What follows belongs to an exercise in optimizing a design on an open flow for small area; a production flow would make more cautious choices.
The RTL was checked by simulation tests, not by an equivalence proof against the original design.
The clock port is modelled as an ideal driver; clocking choices that lean on that would not hold on a real chip.
Power figures rest on the tool's default switching activity, not on a simulated workload.

// top_2displays_counters
module top_2displays_counters
  (
    input wire          clk,
    input wire  [1:0]   BTNC_flat,
    input wire          CPU_RESETN,
    output logic [7:0]  anode_flat,
    output logic [15:0] cathode_flat,
    output logic        pmod_anodeSel,
    output logic [6:0]  pmod_cathode,
    output logic [23:0] LED_flat
   );
Size: about 100 flip-flops, ~0.0038 mm2 of cells after synthesis.
export LEC_CHECK = 0
export CAP_MARGIN = 20
export CORE_MARGIN = 2
export CORE_UTILIZATION = 40
export SLEW_MARGIN = 20
create_clock -name core_clock -period 10.0 [get_ports {clk}]
standard.sh (not shown) runs the stock make flow with config.mk's settings and CLKGATE_MAP_FILE= SYNTH_SCRIPT=/design/flow/synth_recipe.tcl, a recipe that flattens the netlist after the stock synthesis.
==> flow/flow/run.sh <==
#!/bin/bash
# Standard ORFS layout (standard.sh) with these changes:
#  - synthesis without the half/full-adder extraction and the Kogge-Stone
#    adder map, and with an area-oriented ABC script (flow/area.abc) in place
#    of the delay-oriented one; registers are mapped exactly as in the
#    standard synthesis;
#  - port buffers use the smallest buffer cell;
#  - CTS with clkbuf_8 and no dummy loads.
set -euo pipefail
HERE=$(pwd)
{ cat <<'TCL'
proc abc {args} {
  set i [lsearch -exact $args -script]
  if {$i >= 0} { set args [lreplace $args [expr {$i + 1}] [expr {$i + 1}] $::env(AREA_ABC_SCRIPT)] }
  puts "abc (area script): $args"
  yosys abc {*}$args
}
TCL
cat synth_recipe.tcl; } > flow_synth.tcl
export AREA_ABC_SCRIPT=$HERE/flow/area.abc
SYN=(ADDER_MAP_FILE= SYNTH_OPERATIONS_ARGS=-nofsm SYNTH_SCRIPT=$HERE/flow_synth.tcl)
CTS="-sink_clustering_enable -dont_use_dummy_load -buf_list sky130_fd_sc_hd__clkbuf_8 -sink_clustering_size 50 -sink_clustering_max_diameter 200"
bash standard.sh "${SYN[@]}" synth > synth.log 2>&1
grep -q "abc (area script)" orfs/logs/sky130hd/top_2displays_counters/base/1_2_yosys.log
bash standard.sh "${SYN[@]}" \
  "BUFFER_PORTS_ARGS=-buffer_cell sky130_fd_sc_hd__buf_1" \
  "CTS_ARGS=$CTS" finish > finish.log 2>&1
==> flow/flow/area.abc <==
strash
&get -n
&st
&synch2
&if -K 6
&mfs
&st
&deepsyn -J 1000 -T 300
&st
&dch
&nf -R 1000 -p
&put
topo
The first run finished clean.
Next try:
--- a/flow/flow/run.sh
+++ b/flow/flow/run.sh
@@ -8 +8,3 @@
-#  - CTS with clkbuf_8 and no dummy loads.
+#  - CTS with clkbuf_8 and no dummy loads, then each clock buffer shrunk to
+#    the smallest size that keeps the clock pins' slew within a target
+#    (flow/shrink.tcl).
@@ -26,2 +28,2 @@
-  "BUFFER_PORTS_ARGS=-buffer_cell sky130_fd_sc_hd__buf_1" \
-  "CTS_ARGS=$CTS" finish > finish.log 2>&1
+  "BUFFER_PORTS_ARGS=-buffer_cell sky130_fd_sc_hd__buf_1" SKIP_REPAIR_TIE_FANOUT=1 \
+  "CTS_ARGS=$CTS" "POST_CTS_TCL=$HERE/flow/shrink.tcl" finish > finish.log 2>&1
==> flow/flow/shrink.tcl (new file) <==
# Clock buffer downsizing after CTS: each clock buffer becomes the smallest
# clkbuf whose use keeps every flip-flop clock pin's slew below the target.
proc shrink_worst_clk_slew {} {
  set w 0
  foreach p [get_pins -hierarchical */CLK] {
    foreach k {slew_max_rise slew_max_fall} {
      set s [get_property $p $k]
      if {$s > $w} { set w $s }
    }
  }
  return $w
}
set shrink_target 0.118
set shrink_sizes {sky130_fd_sc_hd__clkbuf_1 sky130_fd_sc_hd__clkbuf_2 sky130_fd_sc_hd__clkbuf_4 sky130_fd_sc_hd__clkbuf_8 sky130_fd_sc_hd__clkbuf_16}
estimate_parasitics -placement
set shrink_start [shrink_worst_clk_slew]
set shrink_limit [expr {max($shrink_target, $shrink_start)}]
# leaf buffers (clkbuf_<level>_...) before the root (clkbuf_0_...)
set shrink_insts [lsort -decreasing -command {apply {{a b} {string compare [get_full_name $a] [get_full_name $b]}}} [get_cells clkbuf_*]]
foreach inst $shrink_insts {
  set orig [get_property $inst ref_name]
  set oi [lsearch $shrink_sizes $orig]
  if {$oi < 0} { continue }
  set chosen $orig
  for {set i 0} {$i < $oi} {incr i} {
    set m [lindex $shrink_sizes $i]
    replace_cell $inst $m
    estimate_parasitics -placement
    if {[shrink_worst_clk_slew] <= $shrink_limit} { set chosen $m; break }
  }
  replace_cell $inst $chosen
  estimate_parasitics -placement
  puts "shrink: [get_full_name $inst] $orig -> $chosen"
}
puts "shrink: worst clock pin slew [format %.1f [expr {$shrink_start * 1000}]] -> [format %.1f [expr {[shrink_worst_clk_slew] * 1000}]] ps"
- CORE_UTILIZATION: 40 -> 60
Outcome:
- die area falls by a quarter to a third
- cell count falls by a little under a tenth
- wire length falls by a little under a tenth
- power falls by a few percent
Next try:
--- a/flow/flow/run.sh
+++ b/flow/flow/run.sh
@@ -8,3 +8 @@
-#  - CTS with clkbuf_8 and no dummy loads, then each clock buffer shrunk to
-#    the smallest size that keeps the clock pins' slew within a target
-#    (flow/shrink.tcl).
+#  - CTS with clkbuf_8 and no dummy loads.
@@ -28,2 +26,2 @@
-  "BUFFER_PORTS_ARGS=-buffer_cell sky130_fd_sc_hd__buf_1" SKIP_REPAIR_TIE_FANOUT=1 \
-  "CTS_ARGS=$CTS" "POST_CTS_TCL=$HERE/flow/shrink.tcl" finish > finish.log 2>&1
+  "BUFFER_PORTS_ARGS=-buffer_cell sky130_fd_sc_hd__buf_1" \
+  "CTS_ARGS=$CTS" finish > finish.log 2>&1
==> flow/flow/area.abc (replaced) <==
strash
&get -n
&st
&synch2
&if -K 6
&mfs
&st
&deepsyn -T 30
&st
&dch
&nf -R 1000 -p
&put
topo
- CORE_UTILIZATION: 60 -> 65
- PLACE_DENSITY: unset -> 0.8
removed: flow/flow/shrink.tcl
Outcome: Global-route usage came out higher by 1.3 points. Routed wire length came out higher by 5.0%. Worst setup slack is better by 0.41 ns. Sequential power barely changes. Clock skew came out lower by 0.0081 ns. Core utilization came out higher by 5.8 points. Final cell count hardly moves.
Next try:
==> flow/flow/run.sh (replaced) <==
#!/bin/bash
# Standard ORFS layout (standard.sh) with these changes:
#  - synthesis without the half/full-adder extraction and the Kogge-Stone
#    adder map, so ABC maps all combinational logic (registers unchanged);
#  - port buffers use the smallest buffer cell;
#  - CTS without dummy loads.
set -euo pipefail
CTS_ARGS_V="-sink_clustering_enable -dont_use_dummy_load -buf_list sky130_fd_sc_hd__clkbuf_8 -sink_clustering_size 50 -sink_clustering_max_diameter 200"
bash standard.sh ADDER_MAP_FILE= SYNTH_OPERATIONS_ARGS=-nofsm synth > synth.log 2>&1
bash standard.sh ADDER_MAP_FILE= SYNTH_OPERATIONS_ARGS=-nofsm \
  "BUFFER_PORTS_ARGS=-buffer_cell sky130_fd_sc_hd__buf_1" \
  "CTS_ARGS=$CTS_ARGS_V" finish > finish.log 2>&1
- CORE_UTILIZATION: 65 -> 40
- PLACE_DENSITY: 0.8 -> unset
removed: flow/flow/area.abc
The new run finished clean.
Core utilization is lower by 29 points.
Cell area is higher by 11%.
Power is lower by 0.43%.
Synthesized area is higher by 13%.
Setup slack gains 1.2 ns.
Global-route usage is lower by 9.9 points.
Clock power stays flat.
Synthesized cell count is higher by 6.4%.
Sequential power hardly moves.
Next try:
==> flow/flow/run.sh (replaced) <==
#!/bin/bash
# Standard ORFS layout (standard.sh) with these changes:
#  - synthesis without the half/full-adder extraction and the Kogge-Stone
#    adder map, and with an area-oriented ABC script (flow/area.abc) in place
#    of the delay-oriented one; registers are mapped exactly as in the
#    standard synthesis;
#  - port buffers use the smallest buffer cell;
#  - CTS with clkbuf_8 and no dummy loads.
set -euo pipefail
HERE=$(pwd)
{ cat <<'TCL'
proc abc {args} {
  set i [lsearch -exact $args -script]
  if {$i >= 0} { set args [lreplace $args [expr {$i + 1}] [expr {$i + 1}] $::env(AREA_ABC_SCRIPT)] }
  puts "abc (area script): $args"
  yosys abc {*}$args
}
TCL
cat synth_recipe.tcl; } > flow_synth.tcl
export AREA_ABC_SCRIPT=$HERE/flow/area.abc
SYN=(ADDER_MAP_FILE= SYNTH_OPERATIONS_ARGS=-nofsm SYNTH_SCRIPT=$HERE/flow_synth.tcl)
CTS="-sink_clustering_enable -dont_use_dummy_load -buf_list sky130_fd_sc_hd__clkbuf_8 -sink_clustering_size 50 -sink_clustering_max_diameter 200"
bash standard.sh "${SYN[@]}" synth > synth.log 2>&1
grep -q "abc (area script)" orfs/logs/sky130hd/top_2displays_counters/base/1_2_yosys.log
bash standard.sh "${SYN[@]}" \
  "BUFFER_PORTS_ARGS=-buffer_cell sky130_fd_sc_hd__buf_1" \
  "CTS_ARGS=$CTS" finish > finish.log 2>&1
==> flow/flow/area.abc (new file) <==
strash
&get -n
&st
&synch2
&if -K 6
&mfs
&st
&dch
&nf -R 1000
&put
topo
Result:
- The new run completed with no timing, DRC or antenna violations
- final area goes down by 7.3%
- clock power hardly moves
- utilization goes up by 1.5 points
- power decreases by 0.74%
- setup slack is worse by 1.1 ns
- routed wire length increases by 3.5%
- maximum frequency fell by 19%
- clock skew rose by 0.0077 ns
- cell count is lower by 3.0%

## afterwards: timing with drivers on the ports
The flow's constraints put no driver on any port. The routed layouts listed below were extracted and timed again, unchanged, in two steps.
Step 1 sets driving cells, clkbuf_16 on the clock port and buf_2 on the other inputs (assumed; they add their load-dependent delay and slew).
Step 2 times the ports against the registers' clock, not the clock port: input delays grow and output delays shrink by t, the midpoint of the rising clock arrivals with the driver on.
Three values: ideal, step 1, step 2; two values: the first two.
| run | shift t [ns] | setup slack, ns | slew at the worst register clock pin (ns) |
|---|---|---|---|
| the first run | 0.387 | 4.063 / 4.032 / 4.418 | 0.11 / 0.11 |
| the second run | 0.804 | 3.653 / 3.619 / 4.423 | 0.11 / 0.11 |
| the third run | 0.371 | 4.063 / 4.033 / 4.405 | 0.10 / 0.10 |
| the fourth run | 0.377 | 5.266 / 5.234 / 5.611 | 0.10 / 0.10 |
| the fifth run | 0.374 | 4.119 / 4.089 / 4.464 | 0.10 / 0.10 |
After both steps setup and hold are still met in every run listed.
